Context: an optimization exercise on an open-source flow, tuned for small area. The choices shown serve that exercise and are no tape-out recipe.
At most, simulation tests tie the RTL to the original design; equivalence was not proved.
For run 2, only the layout was checked, not whether the RTL still works.
Power figures rest on the tool's default switching activity, not on a simulated workload.

==> flow/design.v (outline; a module is shown in full before it is edited, if it fits) <==
// module SRTlut: 68 lines
// module leading_zero_count: 40 lines
// module booth_mac: 657 lines
// module cla_add: 29 lines
// module pipelined_core: 506 lines
module pipelined_core( input  logic         clk,
             input  logic         reset,
             input  logic [31:0]  instruction,
             input  logic [31:0]  ReadData,
             output logic [31:0]  pc_out,
             output logic [31:0]  DataADDR,WriteData,
             output logic         missaligned_exception,
             output logic         misaligned_load_exception,
             output logic         misaligned_store_exception,
             output logic [3:0]   mem_write_req,
             output logic         mem_read_req,
             output logic         ill_instr_exception
             );
  // ...
==> flow/run.sh <==
#!/bin/bash
# synth_recipe.tcl (not shown) runs the flow's synth.tcl, then flattens the netlist and writes it again
# the make line also repeats each setting of config.mk as NAME=value (left out here)
make -C /OpenROAD-flow-scripts/flow DESIGN_CONFIG=/design/flow/config.mk WORK_HOME=/design/flow/orfs CLKGATE_MAP_FILE= SYNTH_SCRIPT=/design/flow/synth_recipe.tcl finish
==> flow/config.mk <==
export PLATFORM = sky130hd
export DESIGN_NAME = pipelined_core
export DESIGN_NICKNAME = pipelined_core
export VERILOG_FILES = /design/flow/design.v
export SDC_FILE = /design/flow/constraint.sdc
export NUM_CORES = 4
export LEC_CHECK = 0
export CAP_MARGIN = 20
export CORE_MARGIN = 2
export CORE_UTILIZATION = 40
export SLEW_MARGIN = 20
==> flow/constraint.sdc <==
create_clock -name core_clock -period 15.0 [get_ports {clk}]
set_input_delay 3.0000 -clock core_clock [delete_from_list [all_inputs] [get_ports {clk}]]
set_output_delay 3.0000 -clock core_clock [all_outputs]
set_load 0.01 [all_outputs]
==> flow_summary.toml, run 1 <==
[clocking]
cts-root-buf = "clkbuf_16"
cts_resized = 0
htreeDepth = 4

[synth]
syn_area_sq_mm = 0.110
synth_top_family_by_area = "compound AO/OA/AOI/OAI gates"
synthSimpleGateAreaFrac_pct = 12.4
yosys_warnings = 7
synthXorXnorAreaFrac_pct = 3.45
synth_cells = 11000

[pwr]
fin_total_pwr_mw = 16.9
power.clock.fraction_pct = 31.2
internal_power_mw = 10.6

[detailed_routing]
ant_nets = 0
vias_per_cell = 6.96
drt-met1-wl_microns = 208000
drc = 0
met3_length_microns = 73000

[setup_path]
slowest_stage = "or4b_1"
path_common_cell = "a21oi_1"
crit_start = "ir_EX[21]$_SDFFE_PP0N_"
cp-end-kind = "output pin"

[final_layout]
drive_gt1_share_pct = 9.93
final_util_pct = 45.4
stdcell_area_sq_mm = 0.124
seq_area_sq_mm = 0.0489
layout_commonest_cell = "edfxtp_1"

[timing]
finalMaxSlewViolations = 0
hold_viol = 0

[global_route]
gr-usage-met1_pct = 49.6
grt-ovfl-total = 0
grt_use_met2_pct = 57.2

[floorplan]
die_w_microns = 529
pin_count = 171

[placement]
placed_area_sq_mm = 0.117

[status]
status = "finished clean"
==> module pipelined_core, before the edit <==
module pipelined_core( input  logic         clk,
             input  logic         reset,
             input  logic [31:0]  instruction,
             input  logic [31:0]  ReadData,
             output logic [31:0]  pc_out,
             output logic [31:0]  DataADDR,WriteData,
             output logic         missaligned_exception,
             output logic         misaligned_load_exception,
             output logic         misaligned_store_exception,
             output logic [3:0]   mem_write_req,
             output logic         mem_read_req,
             output logic         ill_instr_exception
             );
logic stall, load_stall, flushID, flushEX, flushMEM, ALUbusy;
logic branchTaken, trap_REQ;
logic [31:0] trap_vector, BranchADDR;
logic [31:0] pc_ID, ir_ID;
logic [31:0] pc_EX, a_EX, b_EX;
logic [31:7] ir_EX;
logic [4:0]  ops_EX;
logic [31:0] alt_MEM, sd_MEM;
logic [2:0]  f3_MEM;
logic [1:0]  wbsrc_MEM;
logic        mem_read_MEM, mem_write_MEM, reg_write_MEM, csr_op_MEM;
logic [4:0]  wd_MEM;
logic [31:0] wbval;
logic        reg_write_WB;
logic [4:0]  wd_WB;
function automatic [31:0] inc32(input logic [31:0] x, input logic c);
    logic cc;
    cc = c;
    for (int i = 0; i < 32; i++) begin
        inc32[i] = x[i] ^ cc;
        cc = cc & x[i];
    end
endfunction
logic [31:0] pc;
assign pc_out = pc;
wire [31:0] pc_inc = inc32({2'b0, pc[31:2]}, 1'b1);
always_ff @(posedge clk) begin
    if (reset) pc <= 32'h0;
    else if (!stall) begin
        if (trap_REQ) pc <= trap_vector;
        else if (branchTaken) pc <= BranchADDR;
        else pc <= {pc_inc[29:0], pc[1:0]};
    end
end
always_ff @(posedge clk) begin
    if (reset | flushID) begin
        pc_ID <= 32'h0;
        ir_ID <= 32'h00000013;
    end else if (!stall) begin
        pc_ID <= pc;
        ir_ID <= instruction;
    end
end
wire [4:0] rs1_ID = ir_ID[19:15];
wire [4:0] rs2_ID = ir_ID[24:20];
assign ill_instr_exception = (ir_ID[1:0] != 2'b11) |
    ((ir_ID[6:2] == 5'b11100) && (ir_ID[13:12] == 2'b00) &&
     !((ir_ID[31:20] == 12'h000) || (ir_ID[31:20] == 12'h001) || (ir_ID[31:20] == 12'h302)));
logic [31:0] regs [31:1];
logic [31:0] rf1, rf2;
wire byp1 = reg_write_WB && (wd_WB == rs1_ID) && (rs1_ID != 5'b0);
wire byp2 = reg_write_WB && (wd_WB == rs2_ID) && (rs2_ID != 5'b0);
always_ff @(posedge clk)
    for (int r = 1; r < 32; r++)
        if (reg_write_WB && (wd_WB == r[4:0])) regs[r] <= wbval;
always_comb begin
    rf1 = {32{byp1}} & wbval;
    rf2 = {32{byp2}} & wbval;
    for (int r = 1; r < 32; r++) begin
        rf1 = rf1 | ({32{!byp1 && (rs1_ID == r[4:0])}} & regs[r]);
        rf2 = rf2 | ({32{!byp2 && (rs2_ID == r[4:0])}} & regs[r]);
    end
end
always_ff @(posedge clk) begin
    if (reset | flushEX) begin
        pc_EX <= 32'h0; a_EX <= 32'h0; b_EX <= 32'h0;
        ir_EX <= 25'h0; ops_EX <= 5'h0;
    end else if (!ALUbusy) begin
        pc_EX <= pc_ID; a_EX <= rf1; b_EX <= rf2;
        ir_EX <= ir_ID[31:7]; ops_EX <= ir_ID[6:2] ^ 5'b00011;
    end
end
wire [4:0] op = ops_EX ^ 5'b00011;
wire [2:0] f3 = ir_EX[14:12];
wire [6:0] f7 = ir_EX[31:25];
wire [11:0] f12 = ir_EX[31:20];
wire [4:0] rs1_EX = ir_EX[19:15];
wire [4:0] rs2_EX = ir_EX[24:20];
wire [4:0] wd_EX  = ir_EX[11:7];
wire isLOAD  = (op == 5'b00000);
wire isSTORE = (op == 5'b01000);
wire isAUIPC = (op == 5'b00101);
wire isLUI   = (op == 5'b01101);
wire isJAL   = (op == 5'b11011);
wire isJALR  = (op == 5'b11001);
wire isBR    = (op == 5'b11000);
wire isSYS   = (op == 5'b11100);
wire isOP    = (op[4] == 1'b0) && (op[2:0] == 3'b100);
wire mul_div_op = isOP & f7[0] & op[3];
wire sys_env = isSYS & (f3[1:0] == 2'b00);
wire ecall_EX  = sys_env & (f12 == 12'h000);
wire ebreak_EX = sys_env & (f12 == 12'h001);
wire mret_EX   = sys_env & (f12 == 12'h302);
wire csrrw_EX  = isSYS & (f3[1:0] == 2'b01);
wire csrrs_EX  = isSYS & (f3[1:0] == 2'b10);
wire csrrc_EX  = isSYS & (f3[1:0] == 2'b11);
wire csr_rmw   = isSYS & (f3[1:0] != 2'b00);
wire csr_op_EX = csr_rmw | mret_EX;
wire jump_EX   = isJAL | isJALR;
wire reg_write_EX = isLOAD | isAUIPC | isLUI | jump_EX | isOP | csr_rmw;
wire [1:0] wbsrc_EX = isLOAD ? 2'b01 : jump_EX ? 2'b10 : isSYS ? 2'b11 : 2'b00;
wire aluSRCB = isLOAD | isSTORE | isAUIPC | isLUI | (isOP & ~op[3]);
logic [3:0] aluOP;
always_comb begin
    aluOP = 4'b0000;
    if (isLUI) aluOP = 4'b1010;
    else if (isBR) begin
        case (f3)
            3'b000, 3'b001: aluOP = 4'b0001;
            3'b100, 3'b101: aluOP = 4'b0011;
            3'b110, 3'b111: aluOP = 4'b0100;
            default: aluOP = 4'b0000;
        endcase
    end else if (isOP) begin
        if (mul_div_op) aluOP = f3[2] ? 4'b1100 : 4'b1011;
        else case (f3)
            3'b000: aluOP = (f7[5] && op[3]) ? 4'b0001 : 4'b0000;
            3'b001: aluOP = 4'b0010;
            3'b010: aluOP = 4'b0011;
            3'b011: aluOP = 4'b0100;
            3'b100: aluOP = 4'b0101;
            3'b101: aluOP = f7[5] ? 4'b0111 : 4'b0110;
            3'b110: aluOP = 4'b1000;
            3'b111: aluOP = 4'b1001;
        endcase
    end
end
logic [31:0] imm;
always_comb begin
    if (isSTORE)            imm = {{21{ir_EX[31]}}, ir_EX[30:25], ir_EX[11:7]};
    else if (isBR)          imm = {{20{ir_EX[31]}}, ir_EX[7], ir_EX[30:25], ir_EX[11:8], 1'b0};
    else if (isAUIPC|isLUI) imm = {ir_EX[31:12], 12'b0};
    else if (isJAL)         imm = {{12{ir_EX[31]}}, ir_EX[19:12], ir_EX[20], ir_EX[30:21], 1'b0};
    else if (isSYS)         imm = {27'b0, ir_EX[19:15]};
    else                    imm = {{21{ir_EX[31]}}, ir_EX[30:20]};
end
wire fA_mem = reg_write_MEM & (rs1_EX == wd_MEM) & (rs1_EX != 5'b0);
wire fA_wb  = reg_write_WB  & (rs1_EX == wd_WB)  & (rs1_EX != 5'b0);
wire fB_mem = reg_write_MEM & (rs2_EX == wd_MEM) & (rs2_EX != 5'b0);
wire fB_wb  = reg_write_WB  & (rs2_EX == wd_WB)  & (rs2_EX != 5'b0);
wire [31:0] fwdA = fA_mem ? DataADDR : fA_wb ? wbval : a_EX;
wire [31:0] fwdB = fB_mem ? DataADDR : fB_wb ? wbval : b_EX;
wire [31:0] srcA = (fA_mem & csr_op_MEM) ? alt_MEM :
                   (!fA_mem & !fA_wb & isAUIPC) ? pc_EX : fwdA;
wire [31:0] srcB = aluSRCB ? imm : fwdB;
wire [31:0] csr_in = (f3[2] & !fA_mem & !fA_wb) ? imm : fwdA;
logic ba_co;
cla_add #(32) ADDR_ADD(.a(isJALR ? fwdA : pc_EX), .b(imm), .ci(1'b0), .s(BranchADDR), .co(ba_co));
wire sub = (aluOP != 4'b0000);
wire [32:0] addr;
cla_add #(32) ALU_ADD(.a(srcA), .b(srcB ^ {32{sub}}), .ci(sub), .s(addr[31:0]), .co(addr[32]));
wire [31:0] add_sub_op = addr[31:0];
wire [31:0] xor_op = srcA ^ srcB;
wire eq = (xor_op == 32'b0);
wire lt_u = ~addr[32];
wire lt_s = (srcA[31] ^ srcB[31]) ? srcA[31] : addr[31];
typedef enum logic [1:0] {IDLE,MULT,FINISH} mult_state_t;
mult_state_t mult_state;
logic mult_busy;
typedef enum logic [1:0] {DIV_IDLE,DIV_COMPUTE,DIV_FINISH} div_state_t;
div_state_t div_state;
logic div_busy;
logic [4:0] div_counter;
wire mult_assert_busy = (!mult_busy && mul_div_op && !div_busy) || (mult_state == MULT);
wire div_assert_busy  = (!div_busy && mul_div_op && !mult_busy) || (div_state == DIV_COMPUTE);
assign ALUbusy = mult_assert_busy | div_assert_busy;
wire negA = !f3[0] && srcA[31];
wire [31:0] abs_srcA = inc32(srcA ^ {32{negA}}, negA);
wire negB = !f3[0] && srcB[31];
wire [31:0] abs_srcB;
logic absb_co;
cla_add #(32) ABSB_ADD(.a(srcB ^ {32{negB}}), .b(32'b0), .ci(negB), .s(abs_srcB), .co(absb_co));
logic [4:0] srcB_lzc;
leading_zero_count lz_count(.src(abs_srcB), .count(srcB_lzc));
wire div_start = (div_state == DIV_IDLE) && mul_div_op && f3[2];
wire div_last  = (div_state == DIV_COMPUTE) && (div_counter == 5'd0);
logic [32:0] dv_sum;    
wire sh_left = div_start | ((aluOP == 4'b0010) & ~div_last);
wire [4:0] sh_amt = (div_start | div_last) ? srcB_lzc : srcB[4:0];
logic [31:0] sh_src;
always_comb begin
    sh_src = div_start ? abs_srcB : srcA;
end
wire [31:0] sh_rev;
genvar gi;
generate for (gi = 0; gi < 32; gi = gi + 1) begin : g_rev
    assign sh_rev[gi] = sh_src[31-gi];
end endgenerate
wire sh_fill = (aluOP == 4'b0111) & ~div_last & ~div_start & srcA[31];
wire [32:0] sh_in = div_last ? dv_sum : {sh_fill, sh_left ? sh_rev : sh_src};
wire [32:0] sh_out = $signed({sh_fill, sh_in}) >>> sh_amt;
wire [31:0] sh_out_rev;
generate for (gi = 0; gi < 32; gi = gi + 1) begin : g_rev2
    assign sh_out_rev[gi] = sh_out[31-gi];
end endgenerate
wire [31:0] shift_res = sh_left ? sh_out_rev : sh_out[31:0];
logic [32:0] mA;
logic [21:0] mB;
logic [43:0] mX;
logic [21:0] mY;
wire m_c0 = (mult_state == IDLE);
wire m_c2 = (mult_state == FINISH);
wire mult_start = m_c0 && mul_div_op && !f3[2];
wire [32:0] A33 = {(f3[1:0] != 2'b11) & srcA[31], srcA};
wire [32:0] B33 = {~f3[1] & srcB[31], srcB};
wire [32:0] mAm = m_c0 ? A33 : mA;
wire [10:0] mBs = m_c0 ? B33[10:0] : (mult_state == MULT) ? mB[10:0] : mB[21:11];
wire [43:0] mR;
booth_mac MULT_ARRAY(.A(mAm), .S(mBs), .top_neg(m_c2), .gate(!m_c0), .X(mX[43:11]), .R(mR));
wire [31:0] mlo = m_c2 ? {mR[9:0], mX[10:0], mY[10:0]} : {mX[9:0], mY[21:0]};
wire [31:0] mhi = m_c2 ? mR[41:10] : mX[41:10];
wire [31:0] mult_result = (f3[1:0] == 2'b00) ? mlo : mhi;
always_ff @(posedge clk) begin
    if (reset) begin
        mult_state <= IDLE;
        mult_busy <= 1'b0;
        mX <= 44'b0;
        mY <= 22'b0;
    end else begin
        case (mult_state)
            IDLE: begin
                if (mul_div_op && !f3[2]) begin
                    mA <= A33;
                    mB <= B33[32:11];
                    mX <= mR;
                    mult_state <= MULT;
                    mult_busy <= 1'b1;
                end else mult_busy <= 1'b0;
            end
            MULT: begin
                mX <= mR;
                mY[10:0] <= mX[10:0];
                mult_state <= FINISH;
            end
            FINISH: begin
                mX <= mR;
                mY[21:11] <= mX[10:0];
                mult_state <= IDLE;
            end
            default: mult_state <= IDLE;
        endcase
    end
end
logic [64:0] P;           
logic [31:0] D;           
logic div_result_sign, dividend_sign;
logic [2:0] qd;
SRTlut SRT_LUT(.b(D[31:28]), .p(P[64:59]), .q(qd));
wire [62:0] a_norm = {31'b0, abs_srcA} << srcB_lzc;
wire [32:0] dv_a = div_last ? P[64:32] : P[62:30];
wire [2:0]  dq   = div_last ? (P[64] ? 3'b111 : 3'b000) : qd;
wire dq_add = dq[2];
wire [32:0] dv_m = dq[0] ? {1'b0, D} : dq[1] ? {D, 1'b0} : 33'd0;
logic dv_co;
cla_add #(33) DIV_ADD(.a(dv_a), .b(dv_m ^ {33{~dq_add}}), .ci(~dq_add), .s(dv_sum), .co(dv_co));
wire [4:0] dk = 5'd16 - div_counter;
logic [29:0] q_low;
always_comb begin : qupd
    logic bor;
    bor = qd[2];
    for (int i = 0; i < 30; i++) begin
        logic inq;
        inq = (i < 2*dk);
        q_low[i] = P[i] ^ (bor & inq);
        bor = bor & ~P[i] & inq;
    end
end
wire [31:0] q_dec = ~inc32(~P[31:0], P[64]);
always_ff @(posedge clk) begin
    if (reset) begin
        div_state <= DIV_IDLE;
        P <= 65'b0;
        div_busy <= 1'b0;
        div_result_sign <= 1'b0;
        dividend_sign <= 1'b0;
        div_counter <= 5'd16;
    end else begin
        case (div_state)
            DIV_IDLE: begin
                if (mul_div_op && f3[2]) begin
                    if (abs_srcB == 32'b0) begin
                        P[31:0] <= 32'hFFFFFFFF;
                        P[63:32] <= abs_srcA;
                        div_busy <= 1'b1;
                        div_state <= DIV_FINISH;
                    end else begin
                        D <= shift_res;
                        P <= {2'b0, a_norm};
                        div_result_sign <= (!f3[0]) && (srcA[31] ^ srcB[31]);
                        dividend_sign <= srcA[31];
                        div_busy <= 1'b1;
                        div_counter <= 5'd16;
                        div_state <= DIV_COMPUTE;
                    end
                end else begin
                    div_result_sign <= 1'b0;
                    dividend_sign <= 1'b0;
                    div_busy <= 1'b0;
                end
            end
            DIV_COMPUTE: begin
                if (div_counter != 5'd0) begin
                    P <= {dv_sum, q_low, qd[1:0]};
                    div_counter <= div_counter - 5'd1;
                end else begin
                    div_state <= DIV_FINISH;
                    P[63:32] <= shift_res;
                    P[31:0] <= q_dec;
                end
            end
            DIV_FINISH: div_state <= DIV_IDLE;
            default: div_state <= DIV_IDLE;
        endcase
    end
end
wire [31:0] dsel = f3[1] ? P[63:32] : P[31:0];
wire dneg = !f3[0] & (f3[1] ? dividend_sign : div_result_sign);
wire [31:0] div_result = inc32(dsel ^ {32{dneg}}, dneg);
logic [31:0] aluRESULT;
always_comb begin
    case (aluOP)
        4'b0000, 4'b0001: aluRESULT = add_sub_op;
        4'b0010: aluRESULT = shift_res;
        4'b0011: aluRESULT = {31'b0, lt_s};
        4'b0100: aluRESULT = {31'b0, lt_u};
        4'b0101: aluRESULT = xor_op;
        4'b0110: aluRESULT = shift_res;
        4'b0111: aluRESULT = shift_res;
        4'b1000: aluRESULT = srcA | srcB;
        4'b1001: aluRESULT = srcA & srcB;
        4'b1010: aluRESULT = srcB;
        4'b1011: aluRESULT = mult_result;
        4'b1100: aluRESULT = div_result;
        default: aluRESULT = 32'b0;
    endcase
end
logic takeBranch;
always_comb begin
    case (f3)
        3'b000: takeBranch = eq;
        3'b001: takeBranch = ~eq;
        3'b100: takeBranch = lt_s;
        3'b101: takeBranch = ~lt_s;
        3'b110: takeBranch = lt_u;
        3'b111: takeBranch = ~lt_u;
        default: takeBranch = 1'b0;
    endcase
end
wire br_valid = (takeBranch & isBR) | jump_EX;
wire br_aligned = (BranchADDR[1:0] == 2'b00);
assign missaligned_exception = ~br_aligned & br_valid;
assign branchTaken = br_aligned & br_valid;
logic [31:0] mstatus, misa, mtvec, mcause, mscratch, mepc, mtval;
logic trapped;
logic [31:0] csr_out;
logic csr_hit;
always_comb begin
    csr_hit = 1'b1;
    case (f12)
        12'h300: csr_out = mstatus;
        12'h301: csr_out = misa;
        12'h305: csr_out = mtvec;
        12'h342: csr_out = mcause;
        12'h340: csr_out = mscratch;
        12'h341: csr_out = mepc;
        12'h343: csr_out = mtval;
        default: begin csr_out = 32'b0; csr_hit = 1'b0; end
    endcase
end
wire [31:0] csr_wdata = csrrw_EX ? csr_in : csrrs_EX ? (csr_out | csr_in) : (csr_out & ~csr_in);
wire csr_we = csr_rmw & csr_hit;
wire exception = ecall_EX | ebreak_EX | misaligned_store_exception | misaligned_load_exception;
wire trap_fire = exception & !trapped;
always_ff @(posedge clk) begin
    if (reset) begin
        misa <= 32'h40000080;
        mcause <= 32'b0;
        mstatus <= 32'b0;
        mscratch <= 32'b0;
        mepc <= 32'b0;
        mtval <= 32'b0;
        mtvec <= 32'b0;
        trapped <= 1'b0;
        trap_REQ <= 1'b0;
    end else begin
        trap_REQ <= 1'b0;
        if (csr_we) begin
            case (f12)
                12'h300: mstatus <= csr_wdata;
                12'h301: misa <= csr_wdata;
                12'h305: mtvec <= csr_wdata;
                12'h342: mcause <= csr_wdata;
                12'h340: mscratch <= csr_wdata;
                12'h341: mepc <= csr_wdata;
                12'h343: mtval <= csr_wdata;
                default: ;
            endcase
        end
        if (mret_EX) begin
            trap_REQ <= 1'b1;
            mstatus[3] <= mstatus[7];
            mstatus[7] <= 1'b1;
            trap_vector <= mepc;
            trapped <= 1'b0;
        end
        if (trap_fire) begin
            trapped <= 1'b1;
            trap_REQ <= 1'b1;
            mepc <= pc_EX;
            trap_vector <= mtvec;
            mstatus[7] <= mstatus[3];
            mstatus[3] <= 1'b0;
            if (ecall_EX) mcause <= 32'd11;
            else if (ebreak_EX) mcause <= 32'd3;
            else if (misaligned_store_exception) mcause <= 32'd6;
            else mcause <= 32'd4;
        end
    end
end
wire [31:0] pc4_inc = inc32({2'b0, pc_EX[31:2]}, 1'b1);
wire [31:0] pc4_EX = {pc4_inc[29:0], pc_EX[1:0]};
always_ff @(posedge clk) begin
    if (reset | flushMEM) begin
        DataADDR <= 32'b0;
        mem_read_MEM <= 1'b0;
        mem_write_MEM <= 1'b0;
        reg_write_MEM <= 1'b0;
    end else if (!ALUbusy) begin
        DataADDR <= aluRESULT;
        mem_read_MEM <= isLOAD;
        mem_write_MEM <= isSTORE;
        reg_write_MEM <= reg_write_EX;
    end
end
always_ff @(posedge clk) begin
    if (!ALUbusy) begin
        alt_MEM <= wbsrc_EX[0] ? csr_out : pc4_EX;
        sd_MEM <= fwdB;
        f3_MEM <= f3;
        wbsrc_MEM <= wbsrc_EX;
        wd_MEM <= wd_EX;
        csr_op_MEM <= csr_op_EX;
    end
end
logic is_aligned;
always_comb begin
    case (f3_MEM[1:0])
        2'b00: is_aligned = 1'b1;
        2'b01: is_aligned = ~DataADDR[0];
        2'b10: is_aligned = ~(|DataADDR[1:0]);
        default: is_aligned = 1'b0;
    endcase
end
assign misaligned_load_exception  = ~is_aligned & mem_read_MEM;
assign misaligned_store_exception = ~is_aligned & mem_write_MEM;
assign mem_read_req = is_aligned & mem_read_MEM;
wire mem_write_valid = is_aligned & mem_write_MEM;
always_comb begin
    WriteData = 32'b0;
    mem_write_req = 4'b0;
    if (mem_write_valid) begin
        case (f3_MEM)
            3'b000: begin WriteData = {24'b0, sd_MEM[7:0]};  mem_write_req = 4'b0001; end
            3'b001: begin WriteData = {16'b0, sd_MEM[15:0]}; mem_write_req = 4'b0011; end
            3'b010: begin WriteData = sd_MEM;                mem_write_req = 4'b1111; end
            default: ;
        endcase
    end
end
logic [31:0] load_val;
always_comb begin
    case (f3_MEM)
        3'b000: load_val = {{24{ReadData[7]}}, ReadData[7:0]};
        3'b001: load_val = {{16{ReadData[15]}}, ReadData[15:0]};
        3'b010: load_val = ReadData;
        3'b100: load_val = {24'b0, ReadData[7:0]};
        3'b101: load_val = {16'b0, ReadData[15:0]};
        default: load_val = 32'b0;
    endcase
end
wire [31:0] wb_next = wbsrc_MEM[1] ? alt_MEM : wbsrc_MEM[0] ? load_val : DataADDR;
always_ff @(posedge clk) begin
    if (reset) reg_write_WB <= 1'b0;
    else reg_write_WB <= reg_write_MEM;
    wbval <= wb_next;
    wd_WB <= wd_MEM;
end
assign load_stall = isLOAD & ((rs1_ID == wd_EX) | (rs2_ID == wd_EX));
assign stall = load_stall | ALUbusy;
assign flushID = branchTaken | trap_REQ;
assign flushEX = branchTaken | load_stall | trap_REQ;
assign flushMEM = trap_REQ;
endmodule
==> run 2: changes to the inputs <==
--- a/flow/design.v
+++ b/flow/design.v
@@ -810,9 +810,9 @@
 logic branchTaken, trap_REQ;
 logic [31:0] trap_vector, BranchADDR;
-logic [31:0] pc_ID, ir_ID;
-logic [31:0] pc_EX, a_EX, b_EX;
+logic [31:0] ir_ID;
+logic [31:0] a_EX, b_EX;
 logic [31:7] ir_EX;
 logic [4:0]  ops_EX;
-logic [31:0] alt_MEM, sd_MEM;
+logic [31:0] sd_MEM;    
 logic [2:0]  f3_MEM;
 logic [1:0]  wbsrc_MEM;
@@ -841,10 +841,11 @@
     end
 end
+logic f_ID, f_EX;
 always_ff @(posedge clk) begin
     if (reset | flushID) begin
-        pc_ID <= 32'h0;
+        f_ID <= 1'b0;
         ir_ID <= 32'h00000013;
     end else if (!stall) begin
-        pc_ID <= pc;
+        f_ID <= 1'b1;
         ir_ID <= instruction;
     end
@@ -857,26 +858,27 @@
 logic [31:0] regs [31:1];
 logic [31:0] rf1, rf2;
-wire byp1 = reg_write_WB && (wd_WB == rs1_ID) && (rs1_ID != 5'b0);
-wire byp2 = reg_write_WB && (wd_WB == rs2_ID) && (rs2_ID != 5'b0);
+logic [31:0] wb_next;
 always_ff @(posedge clk)
     for (int r = 1; r < 32; r++)
-        if (reg_write_WB && (wd_WB == r[4:0])) regs[r] <= wbval;
+        if (reg_write_MEM && !reset && (wd_MEM == r[4:0])) regs[r] <= wb_next;
 always_comb begin
-    rf1 = {32{byp1}} & wbval;
-    rf2 = {32{byp2}} & wbval;
+    rf1 = 32'b0;
+    rf2 = 32'b0;
     for (int r = 1; r < 32; r++) begin
-        rf1 = rf1 | ({32{!byp1 && (rs1_ID == r[4:0])}} & regs[r]);
-        rf2 = rf2 | ({32{!byp2 && (rs2_ID == r[4:0])}} & regs[r]);
+        rf1 = rf1 | ({32{rs1_ID == r[4:0]}} & regs[r]);
+        rf2 = rf2 | ({32{rs2_ID == r[4:0]}} & regs[r]);
     end
 end
 always_ff @(posedge clk) begin
     if (reset | flushEX) begin
-        pc_EX <= 32'h0; a_EX <= 32'h0; b_EX <= 32'h0;
+        f_EX <= 1'b0; a_EX <= 32'h0; b_EX <= 32'h0;
         ir_EX <= 25'h0; ops_EX <= 5'h0;
     end else if (!ALUbusy) begin
-        pc_EX <= pc_ID; a_EX <= rf1; b_EX <= rf2;
+        f_EX <= f_ID; a_EX <= rf1; b_EX <= rf2;
         ir_EX <= ir_ID[31:7]; ops_EX <= ir_ID[6:2] ^ 5'b00011;
     end
 end
+wire [28:0] pc_m8 = pc[31:3] - 29'd1;
+wire [31:0] pc_EX = {32{f_EX}} & {pc_m8, pc[2:0]};
 wire [4:0] op = ops_EX ^ 5'b00011;
 wire [2:0] f3 = ir_EX[14:12];
@@ -949,5 +951,5 @@
 wire [31:0] fwdA = fA_mem ? DataADDR : fA_wb ? wbval : a_EX;
 wire [31:0] fwdB = fB_mem ? DataADDR : fB_wb ? wbval : b_EX;
-wire [31:0] srcA = (fA_mem & csr_op_MEM) ? alt_MEM :
+wire [31:0] srcA = (fA_mem & csr_op_MEM) ? sd_MEM :
                    (!fA_mem & !fA_wb & isAUIPC) ? pc_EX : fwdA;
 wire [31:0] srcB = aluSRCB ? imm : fwdB;
@@ -1004,7 +1006,6 @@
 wire [31:0] shift_res = sh_left ? sh_out_rev : sh_out[31:0];
 logic [32:0] mA;
-logic [21:0] mB;
 logic [43:0] mX;
-logic [21:0] mY;
+logic [32:0] mZ;    
 wire m_c0 = (mult_state == IDLE);
 wire m_c2 = (mult_state == FINISH);
@@ -1013,8 +1014,8 @@
 wire [32:0] B33 = {~f3[1] & srcB[31], srcB};
 wire [32:0] mAm = m_c0 ? A33 : mA;
-wire [10:0] mBs = m_c0 ? B33[10:0] : (mult_state == MULT) ? mB[10:0] : mB[21:11];
+wire [10:0] mBs = m_c0 ? B33[10:0] : (mult_state == MULT) ? mZ[21:11] : mZ[32:22];
 wire [43:0] mR;
 booth_mac MULT_ARRAY(.A(mAm), .S(mBs), .top_neg(m_c2), .gate(!m_c0), .X(mX[43:11]), .R(mR));
-wire [31:0] mlo = m_c2 ? {mR[9:0], mX[10:0], mY[10:0]} : {mX[9:0], mY[21:0]};
+wire [31:0] mlo = {m_c2 ? mR[9:0] : mX[9:0], mZ[21:0]};
 wire [31:0] mhi = m_c2 ? mR[41:10] : mX[41:10];
 wire [31:0] mult_result = (f3[1:0] == 2'b00) ? mlo : mhi;
@@ -1024,5 +1025,5 @@
         mult_busy <= 1'b0;
         mX <= 44'b0;
-        mY <= 22'b0;
+        mZ[21:0] <= 22'b0;
     end else begin
         case (mult_state)
@@ -1030,5 +1031,5 @@
                 if (mul_div_op && !f3[2]) begin
                     mA <= A33;
-                    mB <= B33[32:11];
+                    mZ <= {B33[32:11], mR[10:0]};
                     mX <= mR;
                     mult_state <= MULT;
@@ -1038,10 +1039,9 @@
             MULT: begin
                 mX <= mR;
-                mY[10:0] <= mX[10:0];
+                mZ[21:11] <= mR[10:0];
                 mult_state <= FINISH;
             end
             FINISH: begin
                 mX <= mR;
-                mY[21:11] <= mX[10:0];
                 mult_state <= IDLE;
             end
@@ -1051,8 +1051,9 @@
 end
 logic [64:0] P;           
-logic [31:0] D;           
+logic [30:0] Dl;          
+wire [31:0] D = {1'b1, Dl};
 logic div_result_sign, dividend_sign;
 logic [2:0] qd;
-SRTlut SRT_LUT(.b(D[31:28]), .p(P[64:59]), .q(qd));
+SRTlut SRT_LUT(.b({1'b1, D[30:28]}), .p(P[64:59]), .q(qd));
 wire [62:0] a_norm = {31'b0, abs_srcA} << srcB_lzc;
 wire [32:0] dv_a = div_last ? P[64:32] : P[62:30];
@@ -1087,12 +1088,10 @@
             DIV_IDLE: begin
                 if (mul_div_op && f3[2]) begin
+                    P <= {1'b0, (abs_srcB == 32'b0) ? 32'hFFFFFFFF : {1'b0, a_norm[62:32]}, a_norm[31:0]};
+                    div_busy <= 1'b1;
                     if (abs_srcB == 32'b0) begin
-                        P[31:0] <= 32'hFFFFFFFF;
-                        P[63:32] <= abs_srcA;
-                        div_busy <= 1'b1;
                         div_state <= DIV_FINISH;
                     end else begin
-                        D <= shift_res;
-                        P <= {2'b0, a_norm};
+                        Dl <= shift_res[30:0];
                         div_result_sign <= (!f3[0]) && (srcA[31] ^ srcB[31]);
                         dividend_sign <= srcA[31];
@@ -1113,6 +1112,6 @@
                 end else begin
                     div_state <= DIV_FINISH;
-                    P[63:32] <= shift_res;
-                    P[31:0] <= q_dec;
+                    P[63:32] <= q_dec;
+                    P[31:0] <= shift_res;
                 end
             end
@@ -1122,5 +1121,5 @@
     end
 end
-wire [31:0] dsel = f3[1] ? P[63:32] : P[31:0];
+wire [31:0] dsel = f3[1] ? P[31:0] : P[63:32];
 wire dneg = !f3[0] & (f3[1] ? dividend_sign : div_result_sign);
 wire [31:0] div_result = inc32(dsel ^ {32{dneg}}, dneg);
@@ -1180,48 +1179,34 @@
 wire exception = ecall_EX | ebreak_EX | misaligned_store_exception | misaligned_load_exception;
 wire trap_fire = exception & !trapped;
+wire tf = trap_fire & !reset;
+wire mret_f = mret_EX & !reset;
+wire [31:0] wbus = csr_wdata & {32{!reset}};
+wire we_ms = csr_we & (f12 == 12'h300);
+wire [31:0] ms_d = {wbus[31:8], tf ? mstatus[3] : (mret_f | wbus[7] & we_ms), wbus[6:4],
+                    !tf & (mret_f ? mstatus[7] : wbus[3]), wbus[2:0]};
 always_ff @(posedge clk) begin
+    if (reset | (csr_we & (f12 == 12'h301))) misa <= wbus | (reset ? 32'h40000080 : 32'h0);
+    if (reset | (csr_we & (f12 == 12'h305))) mtvec <= wbus;
+    if (reset | (csr_we & (f12 == 12'h340))) mscratch <= wbus;
+    if (reset | (csr_we & (f12 == 12'h343))) mtval <= wbus;
+    if (reset | tf | (csr_we & (f12 == 12'h341))) mepc <= tf ? pc_EX : wbus;
+    if (reset | tf | (csr_we & (f12 == 12'h342)))
+        mcause <= !tf ? wbus : ecall_EX ? 32'd11 : ebreak_EX ? 32'd3 :
+                  misaligned_store_exception ? 32'd6 : 32'd4;
+    if (reset | we_ms) mstatus[31:8] <= ms_d[31:8];
+    if (reset | we_ms) mstatus[6:4] <= ms_d[6:4];
+    if (reset | we_ms) mstatus[2:0] <= ms_d[2:0];
+    if (reset | we_ms | tf | mret_f) begin
+        mstatus[7] <= ms_d[7];
+        mstatus[3] <= ms_d[3];
+    end
+    if (tf | mret_f) trap_vector <= tf ? mtvec : mepc;
     if (reset) begin
-        misa <= 32'h40000080;
-        mcause <= 32'b0;
-        mstatus <= 32'b0;
-        mscratch <= 32'b0;
-        mepc <= 32'b0;
-        mtval <= 32'b0;
-        mtvec <= 32'b0;
         trapped <= 1'b0;
         trap_REQ <= 1'b0;
     end else begin
-        trap_REQ <= 1'b0;
-        if (csr_we) begin
-            case (f12)
-                12'h300: mstatus <= csr_wdata;
-                12'h301: misa <= csr_wdata;
-                12'h305: mtvec <= csr_wdata;
-                12'h342: mcause <= csr_wdata;
-                12'h340: mscratch <= csr_wdata;
-                12'h341: mepc <= csr_wdata;
-                12'h343: mtval <= csr_wdata;
-                default: ;
-            endcase
-        end
-        if (mret_EX) begin
-            trap_REQ <= 1'b1;
-            mstatus[3] <= mstatus[7];
-            mstatus[7] <= 1'b1;
-            trap_vector <= mepc;
-            trapped <= 1'b0;
-        end
-        if (trap_fire) begin
-            trapped <= 1'b1;
-            trap_REQ <= 1'b1;
-            mepc <= pc_EX;
-            trap_vector <= mtvec;
-            mstatus[7] <= mstatus[3];
-            mstatus[3] <= 1'b0;
-            if (ecall_EX) mcause <= 32'd11;
-            else if (ebreak_EX) mcause <= 32'd3;
-            else if (misaligned_store_exception) mcause <= 32'd6;
-            else mcause <= 32'd4;
-        end
+        trap_REQ <= mret_EX | trap_fire;
+        if (trap_fire) trapped <= 1'b1;
+        else if (mret_EX) trapped <= 1'b0;
     end
 end
@@ -1243,6 +1228,5 @@
 always_ff @(posedge clk) begin
     if (!ALUbusy) begin
-        alt_MEM <= wbsrc_EX[0] ? csr_out : pc4_EX;
-        sd_MEM <= fwdB;
+        sd_MEM <= !wbsrc_EX[1] ? fwdB : wbsrc_EX[0] ? csr_out : pc4_EX;
         f3_MEM <= f3;
         wbsrc_MEM <= wbsrc_EX;
@@ -1287,5 +1271,5 @@
     endcase
 end
-wire [31:0] wb_next = wbsrc_MEM[1] ? alt_MEM : wbsrc_MEM[0] ? load_val : DataADDR;
+assign wb_next = wbsrc_MEM[1] ? sd_MEM : wbsrc_MEM[0] ? load_val : DataADDR;
 always_ff @(posedge clk) begin
     if (reset) reg_write_WB <= 1'b0;
==> flow/flow/run.sh (new file) <==
#!/bin/bash
set -o pipefail
export REMOVE_ABC_BUFFERS=1
export CTS_ARGS="-sink_clustering_enable -repair_clock_nets -dont_use_dummy_load -sink_clustering_size 30 -sink_clustering_max_diameter 100"
bash standard.sh 2>&1 | tee standard_flow.log
==> flow/standard.sh (new file) <==
#!/bin/bash
# synth_recipe.tcl (not shown) runs the flow's synth.tcl, then flattens the netlist and writes it again
# the make line also repeats each setting of config.mk as NAME=value (left out here)
make -C /OpenROAD-flow-scripts/flow DESIGN_CONFIG=/design/flow/config.mk WORK_HOME=/design/flow/orfs CLKGATE_MAP_FILE= SYNTH_SCRIPT=/design/flow/synth_recipe.tcl "${@:-finish}"
removed: flow/run.sh
==> run 2 against run 1 <==
  * Still clean
  * Sequential share of layout area increased by 2.2 points
  * Critical endpoint is now DataADDR[28]$_SDFFE_PP0N_
  * Critical path depth increased by 7
  * Largest power group unchanged
  * Via count decreased by 4.1%
==> flow_summary.toml, run 2 <==
[synth]
ys_seq_area_share_pct = 45.5
syn_area_sq_mm = 0.107
synth_top_area_cell = "edfxtp_1"
synth_area_per_cell_sq_um = 10.4
synth_top_area_share_pct = 38.4
synthArstFlopShare_pct = 0
synth_most_common_cell = "edfxtp_1"
ys_ff_latch = 1745
synth_cells = 10300
yosys_warnings = 7
synth_cell_types = 112
synth.area.top_cells = "edfxtp_1 38%, dfxtp_1 7.1%, fa_1 4.9%, ha_1 4.8%, nand2_1 3.6%"
synth_commonest_cells = "1366 x edfxtp_1, 1025 x nand2_1, 703 x nor2_1"
synth_flop_cell = "edfxtp_1"
synth_edf_count = 1366

[final_layout]
nFillCells = 25100
largest_reg_flops = 992
final_util_pct = 44.1
layout_commonest_cell = "edfxtp_1"
area_growth_pct = 9.54
top_register = "regs"
mostFrequentLayoutCells = "1366 x edfxtp_1, 1019 x nand2_1, 585 x nor2_1, 530 x inv_1, 486 x a21oi_1"
layout.cells.non_filler = 13800
fin_nets = 11000
drive_gt1_share_pct = 8.70
top_regs = "regs: 992 flops, P: 65 flops, mX: 44 flops"

[floorplan]
die_h_microns = 521
die_w_microns = 521
rows = 189
dieArea_sq_mm = 0.271
initial_core_util_pct = 40.3
core_sq_mm = 0.265
pin_count = 171

[setup_path]
critPathTopFamily = "compound AO/OA/AOI/OAI gates"
slowest_stage = "or4b_1"
path_common_cell = "fa_1"
crit_fanout = 25
critical_path_class = "flop to flop"
cp-end-kind = "flop"
required_ns = 15.55
max_stage_delay_ns = 0.73
r2r_slack_ns = 1.69
cp-start-kind = "flop"
cp.arrival_ns = 13.86
crit_buf_inv = 5

[detailed_routing]
vias_per_cell = 7.15
route.vias.total = 98500
ant_nets = 0
routedWlPerCell_microns = 42.3
firstDrtPassIters = 12
wl_microns = 584000
drc = 0
drt-initial-drc-count = 19500

[placement]
globalplace.congestion = 1.07
dp.final_hpwl_microns = 395000
dpl.cell_count = 13700
port_buffers = 170
dp_slack_ns = 2.04

[clocking]
cts_buffer_depth = 3
cts.clk_slew.worst_paths_ns = 0.10
cts_hold_buf = 0
cts_resized = 0
clk_latency_ns = 0.88
htreeDepth = 3
cts_tree = "yes"
numCtsBuffers = 94
clock-sinks = 1745
postCtsSetupRepairBufs = 0
cts-root-buf = "clkbuf_16"

[global_route]
met3_usage_pct = 12.7
grt_max_degree = 70
gr-usage-met1_pct = 51.6
grt_pass1_vias = 92300
grt-ovfl-total = 0
grt_pass1_wl_microns = 784000
grt_util_all_layers_pct = 41.5
antenna_found_initial = 50
grt_use_met2_pct = 60.8
top_usage_layer = "met2"

[pwr]
power_leakage_nw = 42.3
power.density_mw_per_mm2 = 122
ir_drop_v = 0.0000969

[min_path]
hp-class = "flop to flop"

[job]
max_cap_violations = 0

[timing]
finalMaxSlewViolations = 0
finClkSkew_ns = 0.180
hold_viol = 0
tightest_slew_ns = 1.26
setup_slack_ns = 1.69
max-slew-margin-rel_pct = 15.5
fmax_mhz = 75.1
rsz0062_at_grt = "no"
setup_viol = 0
period_minus_slack_ns = 13.31
period_share_pct = 88.7

[status]
status = "finished clean"
==> run 2: cell count changes after synthesis, moves of 46 or more <==
cell | before | now
a222oi_1 | 28 | 101
a22o_1 | 447 | 337
inv_1 | 447 | 531
a221oi_1 | 458 | 407
a22oi_1 | 379 | 429
edfxtp_1 | 1186 | 1366
nor3_1 | 221 | 125
dfxtp_1 | 665 | 379
a211oi_1 | 221 | 161
nor2_1 | 1092 | 703
o21ai_0 | 365 | 430
a21oi_1 | 558 | 500
o22ai_1 | 100 | 146
clkbuf_1 | 705 | 643
==> run 2: kinds of logic (layout without fill, tap and decap cells) <==
group           Yosys count  count (layout)  synth area share [%]
compound gates         3163            3163                  21.5
xor+xnor                447             447                  3.66
fa+ha+maj               677             677                  9.78
buf+inv                1298            1223                  4.63
flops                  1745            1745                  45.5
mux                     423             423                  4.14
other cells               0              35                     0
simple gates           2543            2543                  10.8
==> run 2: through the flow <==
step	setup TNS, ns	cell area [sq um]	power (mW)	hold WS, ns
after floorplan	-90.19	104000	8.91	0.421
after global placement	0	114000	11.3	0.434
after detailed placement	0	115000	11.4	0.442
after CTS	0	117000	14.0	0.435
after global routing	0	117000	14.7	0.462
final	0	117000	14.3	0.431
==> run 2: final timing paths <==
path / startpoint / endpoint / cells after the start
setup / recovery: ir_EX[21]$_SDFFE_PP0N_ / DataADDR[28]$_SDFFE_PP0N_ / 40
hold / removal: ir_ID[8]$_SDFFE_PP0P_ / ir_EX[8]$_SDFFE_PP0N_ / 2
setup reg to reg: ir_EX[21]$_SDFFE_PP0N_ / DataADDR[28]$_SDFFE_PP0N_ / 40
hold reg to reg: ir_ID[8]$_SDFFE_PP0P_ / ir_EX[8]$_SDFFE_PP0N_ / 2
==> run 2: metal layers <==
layer,wire [microns],vias to the layer above
met5,278,-
met4,54700,38
met3,76800,2326
met2,244000,8608
met1,208000,48700
li1,-,38900
==> run 2: cell type report <==
cell class                      count  area (sq um)  area share, %
Inverter                          536          2020           1.73
Timing Repair Buffer              593          4920           4.21
Tap cell                         3533          4420           3.78
Clock buffer                       94          2350           2.01
Multi-Input combinational cell   7253         54600           46.7
Antenna cell                       35          87.6         0.0749
Sequential cell                  1745         48600           41.5
==> run 2: where the power goes <==
part / internal [mW] / switching, mW
sequential: 5.54 / 0.201
clock: 1.11 / 1.67
combinational: 1.85 / 3.90
==> run 2: worst min-delay path, delay by kind of cell (launching register included) <==
kind,cells,cell delay (ns)
compound gates,1,0.05
flops,1,0.31
simple gates,1,0.06
==> run 3: changes to the inputs <==
--- a/flow/design.v
+++ b/flow/design.v
@@ -810,5 +810,6 @@
 logic branchTaken, trap_REQ;
 logic [31:0] trap_vector, BranchADDR;
-logic [31:0] ir_ID;
+logic [31:2] ir_ID;
+logic        ill_lo_ID;    
 logic [31:0] a_EX, b_EX;
 logic [31:7] ir_EX;
@@ -817,5 +818,5 @@
 logic [2:0]  f3_MEM;
 logic [1:0]  wbsrc_MEM;
-logic        mem_read_MEM, mem_write_MEM, reg_write_MEM, csr_op_MEM;
+logic        mem_read_MEM, mem_write_MEM, reg_write_MEM;
 logic [4:0]  wd_MEM;
 logic [31:0] wbval;
@@ -845,13 +846,15 @@
     if (reset | flushID) begin
         f_ID <= 1'b0;
-        ir_ID <= 32'h00000013;
+        ir_ID <= 30'h00000004;    
+        ill_lo_ID <= 1'b0;
     end else if (!stall) begin
         f_ID <= 1'b1;
-        ir_ID <= instruction;
+        ir_ID <= instruction[31:2];
+        ill_lo_ID <= (instruction[1:0] != 2'b11);
     end
 end
 wire [4:0] rs1_ID = ir_ID[19:15];
 wire [4:0] rs2_ID = ir_ID[24:20];
-assign ill_instr_exception = (ir_ID[1:0] != 2'b11) |
+assign ill_instr_exception = ill_lo_ID |
     ((ir_ID[6:2] == 5'b11100) && (ir_ID[13:12] == 2'b00) &&
      !((ir_ID[31:20] == 12'h000) || (ir_ID[31:20] == 12'h001) || (ir_ID[31:20] == 12'h302)));
@@ -951,5 +954,5 @@
 wire [31:0] fwdA = fA_mem ? DataADDR : fA_wb ? wbval : a_EX;
 wire [31:0] fwdB = fB_mem ? DataADDR : fB_wb ? wbval : b_EX;
-wire [31:0] srcA = (fA_mem & csr_op_MEM) ? sd_MEM :
+wire [31:0] srcA = (fA_mem & (wbsrc_MEM == 2'b11)) ? sd_MEM :
                    (!fA_mem & !fA_wb & isAUIPC) ? pc_EX : fwdA;
 wire [31:0] srcB = aluSRCB ? imm : fwdB;
@@ -1232,5 +1235,4 @@
         wbsrc_MEM <= wbsrc_EX;
         wd_MEM <= wd_EX;
-        csr_op_MEM <= csr_op_EX;
     end
 end
==> flow/flow/run.sh (replaced) <==
#!/bin/bash
set -o pipefail
export CTS_ARGS="-sink_clustering_enable -repair_clock_nets -dont_use_dummy_load -sink_clustering_size 25 -sink_clustering_max_diameter 70"
export BUFFER_PORTS_ARGS="-buffer_cell sky130_fd_sc_hd__buf_1"
bash standard.sh 2>&1 | tee standard_flow.log
==> run 3 against run 2 <==
  * Largest cell class unchanged
  * Clock-buffer cell count increased by 44
  * Area after synthesis hardly changed
  * Final cell count decreased by 0.14%
  * Flip-flop and latch count shrank 2
  * Still clean
  * Clock skew shrank 0.048 ns
  * First-iteration DRC count is 3.1% higher
  * Routed wire length is 4.0% lower
==> flow_summary.toml, run 3 <==
[placement]
dp_slack_ns = 1.76
globalplace.congestion = 1.07
port_buffers = 170
dp.final_hpwl_microns = 368000

[min_path]
hold_path_depth = 2
hp-class = "flop to flop"
worstHoldEndpoint = "ir_EX[7]$_SDFFE_PP0N_"
min_from = "ir_ID[7]$_SDFFE_PP0P_"

[detailed_routing]
vias_per_cell = 7.16
drc = 0
route.vias.total = 98600
drt-initial-drc-count = 20100
routedWlPerCell_microns = 40.7
wl_microns = 560000
firstDrtPassIters = 13
ant_nets = 0

[synth]
synth_commonest_cells = "1365 x edfxtp_1, 956 x nand2_1, 659 x nor2_1"
synth_top_area_cell = "edfxtp_1"
synth_edf_count = 1365
synthMuxAreaShare_pct = 4.71
syn_area_sq_mm = 0.107
synth_most_common_cell = "edfxtp_1"
yosys_warnings = 7
synthXorXnorAreaFrac_pct = 3.60
synth_fa_ha_area_share_pct = 9.78
synth_flop_cell = "edfxtp_1"
synthSimpleGateAreaFrac_pct = 10.4
synth_cell_types = 115
synth_area_per_cell_sq_um = 10.4
synth_cells = 10200
synth_top_area_share_pct = 38.4
synthArstFlopShare_pct = 0
synth_compound_area_share_pct = 21.5
synth.area.top_cells = "edfxtp_1 38%, dfxtp_1 7.1%, fa_1 4.9%, ha_1 4.8%, mux2i_1 3.4%"
ys_ff_latch = 1743
ys_seq_area_share_pct = 45.4
synth_top_family_by_area = "compound AO/OA/AOI/OAI gates"

[pwr]
p_sw_mw = 6.35
internal_power_mw = 9.28
power.clock.fraction_pct = 21.7
power.density_mw_per_mm2 = 134
swShare_pct = 40.6
fin_total_pwr_mw = 15.6
power_leakage_nw = 42.2
combPwrFrac_pct = 41.1
ir_drop_v = 0.0000926
p_seq_share_pct = 37.2

[final_layout]
final_util_pct = 44.1
top_register = "regs"
drive_gt1_share_pct = 9.07
layout_commonest_cell = "edfxtp_1"
area_growth_pct = 9.48
largest_reg_flops = 992
mostFrequentLayoutCells = "1365 x edfxtp_1, 953 x nand2_1, 543 x nor2_1, 519 x inv_1, 507 x o21ai_0"
fin_nets = 10900
top_regs = "regs: 992 flops, P: 65 flops, mX: 44 flops"

[clocking]
cts-root-buf = "clkbuf_16"
cts_tree = "yes"
clock-sinks = 1743
htreeDepth = 4
numCtsBuffers = 138
cts_buffer_depth = 4
cts_resized = 0
clk_latency_ns = 0.91
cts_hold_buf = 0
cts.clk_slew.worst_paths_ns = 0.09
postCtsSetupRepairBufs = 0

[timing]
max-slew-margin-rel_pct = 10.1
period_share_pct = 90.8
finClkSkew_ns = 0.133
fin_tns_setup_ns = 0
tightest_slew_ns = 1.35
finalMaxSlewViolations = 0
fmax_mhz = 73.4
period_minus_slack_ns = 13.62
hold_viol = 0
setup_slack_ns = 1.38
rsz0062_at_grt = "no"
setup_viol = 0

[floorplan]
rows = 189
pin_count = 171
initial_core_util_pct = 40.3
dieArea_sq_mm = 0.271
core_sq_mm = 0.265
die_h_microns = 521
die_w_microns = 521

[global_route]
grt_pass1_vias = 92200
grt_util_all_layers_pct = 39.8
grt-ovfl-total = 0
grt_pass1_wl_microns = 758000
grt_max_degree = 95
antenna_found_initial = 54

[setup_path]
r2r_slack_ns = 1.38
crit_fanout = 26
max_stage_delay_ns = 0.81
reg2reg_to = "DataADDR[25]$_SDFFE_PP0N_"
critical_path_class = "flop to flop"
cp-end-kind = "flop"
cp.arrival_ns = 14.27
r2r_start = "ir_EX[21]$_SDFFE_PP0N_"
required_ns = 15.65
cp-start-kind = "flop"
slowest_stage = "nor2_4"
r2r.worst_path.cells = 47

[job]
max_cap_violations = 0

[status]
status = "finished clean"
run 3: cell count changes in the layout (fill, tap and decap cells not counted), moves of 30 or more:
cell / previous run / this run
clkdlybuf4s50_1: 169 / 0
o21ai_0: 415 / 507
nor2_1: 585 / 543
a22oi_1: 429 / 387
buf_1: 0 / 169
a22o_1: 337 / 371
nand2_1: 1019 / 953
clkbuf_16: 94 / 138
xnor2_1: 365 / 335
run 3: area by class of cell:
cell class / count / area (sq um)
Fill cell: 25100 / 148000
Sequential cell: 1743 / 48600
Clock buffer: 138 / 3450
Inverter: 526 / 1980
Antenna cell: 49 / 123
Timing Repair Buffer: 572 / 3780
Multi-Input combinational cell: 7209 / 54600
Tap cell: 3533 / 4420
run 3: routing by layer:
metal / share of wire [%] / global-route usage (%) / vias up
met1: 36 / 50.8 / 48200
li1: - / - / 38800
met4: 9.0 / 27.6 / 30
met2: 40 / 56.0 / 9091
met5: 0.042 / 0.140 / -
met3: 15 / 14.1 / 2455
run 3: how the worst max path moves through the flow:
stage                           start                        end  slack, ns  depth (start not counted)
2_1_floorplan  ir_EX[23]$_SDFFE_PP0N_  DataADDR[29]$_SDFFE_PP0N_       4.25                         48
3_3_place_gp   ir_EX[21]$_SDFFE_PP0N_  DataADDR[21]$_SDFFE_PP0N_       1.96                         48
3_5_place_dp   ir_EX[21]$_SDFFE_PP0N_  DataADDR[25]$_SDFFE_PP0N_       1.76                         47
4_1_cts        ir_EX[21]$_SDFFE_PP0N_  DataADDR[25]$_SDFFE_PP0N_       1.62                         47
5_1_grt        ir_EX[21]$_SDFFE_PP0N_  DataADDR[24]$_SDFFE_PP0N_       0.77                         46
6_report       ir_EX[21]$_SDFFE_PP0N_  DataADDR[25]$_SDFFE_PP0N_       1.38                         47
run 3: power groups by stage:
stage / registers, mW / clock network [mW] / logic, mW
floorplan: 5.78 / 0 / 3.63
global placement: 5.90 / 0 / 6.10
detailed placement: 5.90 / 0 / 6.15
CTS: 5.80 / 3.38 / 6.18
global route: 5.81 / 3.54 / 6.72
finish: 5.81 / 3.40 / 6.42
run 3: cell families after synthesis:
family,Yosys count
AOI/OAI and AO/OA,3167
buffers and inverters,1289
xor gates and xnor gates,439
muxes,480
adders and majority gates,677
and+or+nand+nor,2446
DFF,1743
run 3: critical path: cells and delay by family, from the launching register on:
| family | cells | cell delay, ns |
|---|---|---|
| muxes | 1 | 0.27 |
| adders and majority gates | 8 | 3.33 |
| DFF | 1 | 0.58 |
| AOI/OAI and AO/OA | 21 | 4.51 |
| buffers and inverters | 6 | 1.57 |
| xor gates and xnor gates | 3 | 0.50 |
| and+or+nand+nor | 8 | 2.58 |
run 3: through the flow:
stage	hold WS [ns]	instances	instance area, sq um
after floorplan	0.343	10200	107000
after CTS	0.453	13700	117000
final	0.448	13800	117000
after global placement	0.440	13600	113000
after detailed placement	0.447	13600	113000
after global routing	0.462	13700	117000
==> run 4: changes to the inputs <==
--- a/flow/config.mk
+++ b/flow/config.mk
@@ -8,4 +8,4 @@
 export CAP_MARGIN = 20
 export CORE_MARGIN = 2
-export CORE_UTILIZATION = 40
+export CORE_UTILIZATION = 55
 export SLEW_MARGIN = 20
==> run 4 against run 3 <==
  * Still clean on timing, DRC and antenna
  * Sequential power hardly changed
  * Non-clock buffer count is 23 lower
  * Clock-buffer cell count is 23 lower
  * Setup slack better by 0.19 ns
  * Cell area is 1.8% lower
  * Global-route usage is 13 points higher
  * Hold slack better by 0.0028 ns
  * Flip-flop and latch count stayed put
  * Via count is 1.0% higher
  * Combinational power hardly changed
  * Largest cell class unchanged
  * Highest routed layer unchanged
==> flow_summary.toml, run 4 <==
[setup_path]
r2r_start = "ir_EX[21]$_SDFFE_PP0N_"
required_ns = 15.66
r2r.worst_path.cells = 47
r2r_slack_ns = 1.57
max_stage_delay_ns = 0.98
slowest_stage = "o311ai_2"
crit_fanout = 51
cp-end-kind = "flop"
reg2reg_to = "DataADDR[28]$_SDFFE_PP0N_"
cp.arrival_ns = 14.09
cp-start-kind = "flop"
critical_path_class = "flop to flop"

[timing]
period_share_pct = 89.5
rsz0062_at_grt = "no"
tightest_slew_ns = 1.36
fmax_mhz = 74.5
hold_viol = 0
finalMaxSlewViolations = 0
finClkSkew_ns = 0.215
setup_viol = 0
fin_tns_setup_ns = 0
max-slew-margin-rel_pct = 9.52
period_minus_slack_ns = 13.43

[status]
status = "finished clean"

[synth]
synth_cell_types = 115
synth_edf_count = 1365
synth_top_area_share_pct = 38.4
synth_cells = 10200
yosys_warnings = 7
synth_area_per_cell_sq_um = 10.4
ys_seq_area_share_pct = 45.4
synth_most_common_cell = "edfxtp_1"
synth.area.top_cells = "edfxtp_1 38%, dfxtp_1 7.1%, fa_1 4.9%, ha_1 4.8%, mux2i_1 3.4%"
synth_flop_cell = "edfxtp_1"
syn_area_sq_mm = 0.107
synth_top_area_cell = "edfxtp_1"
synthArstFlopShare_pct = 0
synth_commonest_cells = "1365 x edfxtp_1, 956 x nand2_1, 659 x nor2_1"
ys_ff_latch = 1743

[detailed_routing]
drt-met1-wl_microns = 176000
drc = 0
top_layer = "met5"
routedWlPerCell_microns = 41.9
drt-initial-drc-count = 21800
firstDrtPassIters = 12
wl_microns = 534000
ant_nets = 0
met3_length_microns = 88400
route.vias.total = 99600
wl_met2_microns = 210000
vias_per_cell = 7.83

[global_route]
grt_util_all_layers_pct = 52.3
grt_pass1_wl_microns = 726000
grt-ovfl-total = 0
antenna_found_initial = 52
grt_pass1_vias = 92400
grt_max_degree = 74

[final_layout]
largest_reg_flops = 992
layout.cells.non_filler = 12700
mostFrequentLayoutCells = "1365 x edfxtp_1, 952 x nand2_1, 539 x nor2_1, 519 x inv_1, 505 x o21ai_0"
top_register = "regs"
area_growth_pct = 7.48
fin_nets = 10900
top_regs = "regs: 992 flops, P: 65 flops, mX: 44 flops"
nFillCells = 16200
drive_gt1_share_pct = 8.67
layout_commonest_cell = "edfxtp_1"

[clocking]
cts_resized = 0
cts.clk_slew.worst_paths_ns = 0.07
cts_hold_buf = 0
cts_buffer_depth = 3
clock-sinks = 1743
postCtsSetupRepairBufs = 0
cts_tree = "yes"
clk_latency_ns = 0.92
cts-root-buf = "clkbuf_16"
numCtsBuffers = 115
htreeDepth = 3

[pwr]
ir_drop_v = 0.000145
power_leakage_nw = 41.8
power.density_mw_per_mm2 = 132

[min_path]
min_from = "f_ID$_SDFFE_PP0P_"
worstHoldEndpoint = "f_EX$_SDFFE_PP0N_"
hold_path_depth = 2
hp-class = "flop to flop"

[floorplan]
pin_count = 171
dieArea_sq_mm = 0.198
rows = 161
die_w_microns = 445
initial_core_util_pct = 55.4
die_h_microns = 445
core_sq_mm = 0.193

[placement]
dp.final_hpwl_microns = 350000
globalplace.congestion = 1.12
dpl.cell_count = 12500
port_buffers = 170

[job]
max_cap_violations = 0
## run 4: cell counts after synthesis
Identical to the previous run, type by type.
## run 4: report_power, final
group,leakage [nW],internal [mW],switching [mW],total [mW]
clock,1.42,1.34,1.65,2.99
combinational,24.4,2.06,4.35,6.40
sequential,16.0,5.59,0.228,5.82
total,41.8,8.98,6.22,15.2
## run 4: worst max path at each step
stage / start / slack, ns / cells past startpoint / endpoint
floorplan: ir_EX[23]$_SDFFE_PP0N_ / 4.25 / 48 / DataADDR[29]$_SDFFE_PP0N_
global placement: ir_EX[21]$_SDFFE_PP0N_ / 2.15 / 47 / DataADDR[31]$_SDFFE_PP0N_
detailed placement: ir_EX[21]$_SDFFE_PP0N_ / 1.95 / 45 / DataADDR[29]$_SDFFE_PP0N_
CTS: ir_EX[21]$_SDFFE_PP0N_ / 1.77 / 45 / DataADDR[29]$_SDFFE_PP0N_
global route: ir_EX[21]$_SDFFE_PP0N_ / 1.00 / 48 / DataADDR[29]$_SDFFE_PP0N_
finish: ir_EX[21]$_SDFFE_PP0N_ / 1.57 / 47 / DataADDR[28]$_SDFFE_PP0N_
## run 4: metal layers
| layer | GRT usage [%] | up-vias |
|---|---|---|
| met3 | 22.0 | 3057 |
| met4 | 42.6 | 36 |
| met2 | 72.0 | 10400 |
| met5 | 0.611 | - |
| li1 | - | 38600 |
| met1 | 63.8 | 47500 |
## run 4: area by class of cell
cell class | count | area [sq um] | area share, %
clock buffers | 115 | 2880 | 2.51
well taps | 2526 | 3160 | 2.75
diodes | 53 | 133 | 0.115
repair buffers | 549 | 3530 | 3.08
flip-flops and latches | 1743 | 48600 | 42.3
multi-input cells | 7209 | 54600 | 47.5
inverters | 526 | 1980 | 1.73
## run 4: critical path, delay by kind of cell (launching register included)
| family | cells | cell delay (ns) |
|---|---|---|
| compound gates | 21 | 5.44 |
| fa+ha+maj | 8 | 3.43 |
| simple gates | 11 | 2.09 |
| buf+inv | 6 | 1.62 |
| flops | 1 | 0.45 |
| xor+xnor | 1 | 0.19 |
## run 4: stage by stage
step	power (mW)	instance area, sq um	worst slack (ns)	hold WS, ns	utilization [%]
2_1_floorplan	9.41	107000	4.25	0.343	-
3_3_place_gp	11.9	112000	2.15	0.435	57.9
3_5_place_dp	12.0	112000	1.95	0.448	58.0
4_1_cts	14.8	115000	1.77	0.453	59.5
5_1_grt	15.6	115000	1.00	0.476	59.5
6_report	15.2	115000	1.57	0.451	59.6
## run 4: cells by family (layout without fill, tap and decap cells)
logic type / Yosys count / count (layout) / synth area share (%)
mux: 480 / 480 / 4.71
flops: 1743 / 1743 / 45.4
compound gates: 3167 / 3167 / 21.5
buf+inv: 1289 / 1190 / 4.60
other cells: 0 / 53 / 0
simple gates: 2446 / 2446 / 10.4
fa+ha+maj: 677 / 677 / 9.78
xor+xnor: 439 / 439 / 3.60
==> run 5: changes to the inputs <==
--- a/flow/config.mk
+++ b/flow/config.mk
@@ -8,4 +8,4 @@
 export CAP_MARGIN = 20
 export CORE_MARGIN = 2
-export CORE_UTILIZATION = 55
+export CORE_UTILIZATION = 48
 export SLEW_MARGIN = 20
==> run 5 against run 4 <==
  * Synthesized cell count is the same
  * Cell area rose by 0.71%
  * Routed wire length increased by 4.8%
  * Clock-buffer cell count grew 3
  * Core utilization fell by 7.4 points
  * Sequential power barely moved
  * Flip-flop and latch count unchanged
  * Hold slack gained 0.0063 ns
  * Still clean
  * Area after synthesis unchanged
  * Die area rose by 14%
==> flow_summary.toml, run 5 <==
[setup_path]
slowest_stage = "a21oi_1"
critical_path_class = "flop to output pin"
required_ns = 12.00
crit_start = "ir_EX[16]$_SDFFE_PP0N_"
cp-start-kind = "flop"
max_stage_delay_ns = 0.91
r2r_start = "ir_EX[21]$_SDFFE_PP0N_"
cp.arrival_ns = 10.01
path_common_cell = "a21oi_1"
crit_fanout = 16
cp-end-kind = "output pin"

[synth]
synth_edf_count = 1365
synth_flop_cell = "edfxtp_1"
synth_commonest_cells = "1365 x edfxtp_1, 956 x nand2_1, 659 x nor2_1"
ys_seq_area_share_pct = 45.4
synth_top_area_share_pct = 38.4
synth_cells = 10200
synth.area.top_cells = "edfxtp_1 38%, dfxtp_1 7.1%, fa_1 4.9%, ha_1 4.8%, mux2i_1 3.4%"
synth_top_area_cell = "edfxtp_1"
ys_ff_latch = 1743
syn_area_sq_mm = 0.107
synth_most_common_cell = "edfxtp_1"
yosys_warnings = 7
synth_cell_types = 115
synthArstFlopShare_pct = 0
synth_area_per_cell_sq_um = 10.4

[detailed_routing]
wl_met2_microns = 227000
routedWlPerCell_microns = 42.4
firstDrtPassIters = 10
met3_length_microns = 83600
drt-met1-wl_microns = 194000
wl_microns = 559000
top_layer = "met5"
route.vias.total = 98700
drc = 0
vias_per_cell = 7.49
drt-initial-drc-count = 19400
ant_nets = 0

[floorplan]
rows = 173
die_w_microns = 476
initial_core_util_pct = 48.2
core_sq_mm = 0.222
dieArea_sq_mm = 0.226
die_h_microns = 476
pin_count = 171

[clocking]
cts_tree = "yes"
cts.clk_slew.worst_paths_ns = 0.10
clk_latency_ns = 0.90
numCtsBuffers = 118
cts_resized = 0
htreeDepth = 3
postCtsSetupRepairBufs = 0
clock-sinks = 1743
cts_buffer_depth = 3
cts_hold_buf = 0
cts-root-buf = "clkbuf_16"

[timing]
period_share_pct = 86.8
setup_viol = 0
period_minus_slack_ns = 13.01
finClkSkew_ns = 0.224
hold_viol = 0
max-slew-margin-rel_pct = 13.9
fmax_mhz = 76.8
setup_slack_ns = 1.99
tightest_slew_ns = 1.28
fin_tns_setup_ns = 0
finalMaxSlewViolations = 0
rsz0062_at_grt = "no"
whs_ns = 0.457

[pwr]
power_leakage_nw = 41.9
ir_drop_v = 0.000115
p_sw_mw = 6.36
power.clock.fraction_pct = 19.8
combPwrFrac_pct = 42.2
swShare_pct = 41.3
power.density_mw_per_mm2 = 133
p_seq_share_pct = 37.9
internal_power_mw = 9.03

[placement]
port_buffers = 170
dpl.cell_count = 13000
dp_slack_ns = 2.35
globalplace.congestion = 1.09
dp.final_hpwl_microns = 369000

[final_layout]
drive_gt1_share_pct = 8.86
fin_nets = 10900
largest_reg_flops = 992
seq_area_sq_mm = 0.0486
layout_commonest_cell = "edfxtp_1"
mostFrequentLayoutCells = "1365 x edfxtp_1, 953 x nand2_1, 544 x nor2_1, 519 x inv_1, 503 x o21ai_0"
nFillCells = 19900
top_regs = "regs: 992 flops, P: 65 flops, mX: 44 flops"
layout.cells.non_filler = 13200
top_register = "regs"
multi_input_area_sq_mm = 0.0546
area_growth_pct = 8.24

[global_route]
grt_pass1_vias = 92000
grt-ovfl-total = 0
grt_pass1_wl_microns = 754000
grt_util_all_layers_pct = 48.0
grt_max_degree = 123
antenna_found_initial = 58

[job]
max_cap_violations = 0

[min_path]
min_from = "ir_ID[7]$_SDFFE_PP0P_"
hp-class = "flop to flop"

[status]
status = "finished clean"
run 5: cell counts after synthesis:
Identical to the previous run, type by type.
run 5: worst paths after layout:
| path | cells after the start | slack [ns] | end |
|---|---|---|---|
| hold / removal | 2 | 0.46 | ir_EX[7]$_SDFFE_PP0N_ |
| hold reg to reg | 2 | 0.46 | ir_EX[7]$_SDFFE_PP0N_ |
| setup reg to reg | 46 | 2.08 | DataADDR[31]$_SDFFE_PP0N_ |
| setup / recovery | 30 | 1.99 | missaligned_exception |
run 5: per-stage QoR:
| stage | utilization, % | area (sq um) | power, mW |
|---|---|---|---|
| floorplan | - | 107000 | 9.41 |
| global placement | 50.7 | 112000 | 12.1 |
| detailed placement | 50.7 | 112000 | 12.1 |
| CTS | 52.1 | 115000 | 15.1 |
| global route | 52.1 | 116000 | 15.8 |
| finish | 52.2 | 116000 | 15.4 |
run 5: logic make-up (layout without fill, tap and decap cells):
logic type	count (synthesis)	in the layout	synth area share (%)
AOI/OAI and AO/OA	3167	3167	21.5
other	0	45	0
adders and majority gates	677	677	9.78
muxes	480	480	4.71
DFF	1743	1743	45.4
and+or+nand+nor	2446	2446	10.4
buffers and inverters	1289	1209	4.60
xor gates and xnor gates	439	439	3.60
run 5: power groups by stage:
stage	clock network [mW]	registers [mW]	logic [mW]
5_1_grt	3.17	5.83	6.79
3_5_place_dp	0	5.92	6.20
4_1_cts	3.03	5.81	6.23
6_report	3.05	5.84	6.50
2_1_floorplan	0	5.78	3.63
3_3_place_gp	0	5.92	6.19
run 5: critical path: cells and delay by family, from the launching register on:
kind                     cells  cell delay (ns)
AO/OA/AOI/OAI               11             3.34
XOR/XNOR                     1             0.24
adder cells (fa/ha/maj)      4             1.51
buffers and inverters        3             0.74
flip-flops                   1             0.38
multiplexers                 1             0.49
AND/OR/NAND/NOR             10             2.50
run 5: area by class of cell:
class,count,area share [%]
timing repair buffer,565,3.17
clock buffer,118,2.55
inverter,526,1.71
multi-input combinational,7209,47.3
antenna,45,0.0974
tap,2975,3.22
sequential,1743,42.0
run 5: routing by layer:
metal / vias up / global-route usage, %
li1: 38700 / -
met1: 47900 / 59.5
met2: 9402 / 67.7
met3: 2721 / 17.7
met4: 42 / 37.0
met5: - / 0.362

[static timing again, ports no longer ideal]
The flow's constraints put no driver on any port. The routed layouts listed below were extracted and timed again, unchanged, in two steps.
Step 1 assumes that a clkbuf_16 drives the clock port and a buf_2 every other input.
Step 2 also shifts input and output timing later by t, the mid clock arrival at the registers, as if the neighbouring blocks saw the same clock.
a / b / c = no drivers / after step 1 / after step 2; a / b = the first two.
run | shift t [ns] | setup WS [ns] | worst hold slack (ns) | latest minus earliest clock arrival (ns)
run 1 | 1.030 | 0.539 / 0.448 / 1.478 | 0.432 / 0.432 / 0.432 | 0.151 / 0.151
run 2 | 0.895 | 1.691 / 1.670 / 1.691 | 0.431 / 0.431 / 0.431 | 0.182 / 0.181
run 3 | 0.960 | 1.376 / 1.376 / 1.376 | 0.448 / 0.448 / 0.448 | 0.133 / 0.134
run 4 | 0.907 | 1.569 / 1.569 / 1.569 | 0.451 / 0.451 / 0.451 | 0.216 / 0.216
run 5 | 0.888 | 1.987 / 1.886 / 2.081 | 0.457 / 0.457 / 0.457 | 0.224 / 0.224
After both steps setup and hold are still met in every run listed.
